Background: an optimization exercise with open tools, aiming at small area. Do not read the settings as production practice. Function was checked by simulation only, so behaviour that the tests miss may differ from the original. The flow treats the clock pin as an ideal source, which a real chip does not have. Power and IR drop assume default switching activity.

==> flow/design.v (excerpt) <==
module drac (
  input SCK,
  input CS,
  input MOSI,
  output MISO,
  input clk,
  input rst,
  input [3:0] regr_0,
  input [6:0] regr_1,
  input [7:0] regr_2,
  input [7:0] regr_3,
  input [7:0] regr_4,
  input [7:0] regr_5,
  output [7:0] regwr_0,
  output [7:0] regwr_1,
  output [7:0] regwr_2,
  output [7:0] regwr_3,
  output [2:0] regwr_4,
  output [7:0] regwr_5,
  output [3:0] regwr_6,
  output [1:0] regwr_7,
  output [4:0] regwr_8,
  output [4:0] regwr_9,
  output [4:0] regwr_10,
  output [4:0] regwr_11,
  output regwr_12,
  output regwr_13,
  output regwr_14,
  output [2:0] regwr_15,
  output [2:0] regwr_16,
  output [1:0] regwr_17,
  output [1:0] regwr_18,
  output regwr_19,
  output regwr_20,
  output [1:0] regwr_21,
  output regwr_22,
  output [6:0] regwr_23,
  output regwr_24,
  output regwr_25,
  output regwr_26,
  output [3:0] regwr_27,
  output [3:0] regwr_28,
  output regwr_29,
  output regwr_30,
  output regwr_31,
  output [2:0] regwr_32,
  output [2:0] regwr_33,
  output [2:0] regwr_34,
  output regwr_35,
  output regwr_36,
  output regwr_37,
  output regwr_38,
  output regwr_39,
  output [7:0] regwr_40,
  output [7:0] regwr_41
);
==> flow/config.mk <==
export PLATFORM = sky130hd
export DESIGN_NAME = drac
export DESIGN_NICKNAME = drac
export VERILOG_FILES = /design/flow/design.v
export SDC_FILE = /design/flow/constraint.sdc
export NUM_CORES = 4
export LEC_CHECK = 0
export CAP_MARGIN = 0
export CORE_MARGIN = 2
export CORE_UTILIZATION = 60
export GPL_TIMING_DRIVEN = 0
export PLACE_DENSITY = 0.75
export SLEW_MARGIN = 0
==> flow/constraint.sdc <==
create_clock -name core_clock -period 4.0 [get_ports {clk}]
set_input_delay 0.8000 -clock core_clock [delete_from_list [all_inputs] [get_ports {clk}]]
set_output_delay 0.8000 -clock core_clock [all_outputs]
set_load 0.01 [all_outputs]
standard.sh (not shown) runs the stock make flow with config.mk's settings and CLKGATE_MAP_FILE= SYNTH_SCRIPT=/design/flow/synth_recipe.tcl, a recipe that flattens the netlist after the stock synthesis.
==> flow/flow/run.sh <==
#!/bin/bash
# Standard ORFS layout (standard.sh), except: ports are buffered with buf_1
# cells, and CTS uses small clock buffers without dummy loads.
set -euo pipefail
bash standard.sh synth > synth.log 2>&1
bash standard.sh \
  "BUFFER_PORTS_ARGS=-buffer_cell sky130_fd_sc_hd__buf_1" \
  "CTS_ARGS=-sink_clustering_enable -repair_clock_nets -dont_use_dummy_load -buf_list sky130_fd_sc_hd__clkbuf_4" \
  REMOVE_ABC_BUFFERS=1 "POST_CTS_TCL=$(pwd)/flow/post_cts.tcl" \
  finish > layout.log 2>&1
==> flow/flow/post_cts.tcl <==
# After CTS: upsize each clkbuf_4 whose loads see a slow clock edge to clkbuf_8,
# then legalize the placement again.
estimate_parasitics -placement
set n 0
foreach inst [get_cells -filter "ref_name == sky130_fd_sc_hd__clkbuf_4"] {
  set worst 0
  set net [get_nets -of_objects [get_pins [get_full_name $inst]/X]]
  foreach pin [get_pins -of_objects $net -filter "direction == input"] {
    set s [get_property $pin slew_max]
    if {$s > $worst} { set worst $s }
  }
  if {$worst > 0.112} {
    replace_cell $inst sky130_fd_sc_hd__clkbuf_8
    incr n
  }
}
puts "post_cts: upsized $n clock buffers"
estimate_parasitics -placement
detailed_placement
check_placement -verbose
==> next run, changes <==
--- a/flow/design.v
+++ b/flow/design.v
@@ -57,13 +57,13 @@
   reg cs0, cs1, sck0, sck1, sck2, mo0, mo1;
   always @(posedge clk) begin
     cs0 <= CS;   cs1 <= cs0;
     sck0 <= SCK; sck1 <= sck0; sck2 <= sck1;
     mo0 <= MOSI; mo1 <= mo0;
   end
-  wire re = sck1 & ~sck2 & ~cs1;    
+  wire re = sck1 & ~sck2;
   localparam CMD = 2'd0, WR = 2'd2, RD = 2'd1, BURST = 2'd3;
   reg [1:0] st;
   reg [7:0] sr;
   reg [5:0] addr;
   wire done = re & sr[7];
   wire [7:0] byte_in = {sr[6:0], mo1};
@@ -77,13 +77,13 @@
   always @(posedge clk) begin
     if (cs1)
       st <= CMD;
     else if (done)
       case (st)
         CMD:   st <= is_ff ? BURST : (byte_in[7] ? WR : RD);
-        BURST: if (addr == 6'd41) st <= CMD;
+        BURST: if (addr[5] & addr[3] & addr[0]) st <= CMD;
         default: st <= CMD;
       endcase
   end
   always @(posedge clk)
     if (done)
       addr <= (st == CMD) ? (byte_in[5:0] & {6{~is_ff}}) : addr + 6'd1;
Effect: The new run completed without violations. Combinational power climbs by about 6%. Die area grows by 0.31%. Setup slack degrades by 0.077 ns. Synthesized cell count came out higher by 1.6%. Hold slack is better by 0.020 ns. Utilization went up by 0.15 points. Via count is higher by 0.92%. Final cell count came out higher by 0.62%.

==> re-timing with driven ports <==
No port has a modelled driver above. Below, the same layouts with a new extraction and two added sets of constraints. Step 1, drivers: a clkbuf_16 drives clk and a buf_2 each remaining input, both assumed. Step 2 times the ports against the registers' clock, not the clock port: input delays grow and output delays shrink by t, the midpoint of the rising clock arrivals with the driver on. a / b / c = ideal / step 1 / step 2; a / b = the first two.
run	shift t [ns]	setup slack, ns	latest minus earliest clock arrival (ns)	cell pins on the clock port's net
the first run	0.458	0.985 / 0.985 / 0.985	0.031 / 0.031	1
the second run	0.469	0.908 / 0.908 / 0.908	0.034 / 0.035	1
After both steps setup and hold are still met in every run listed.
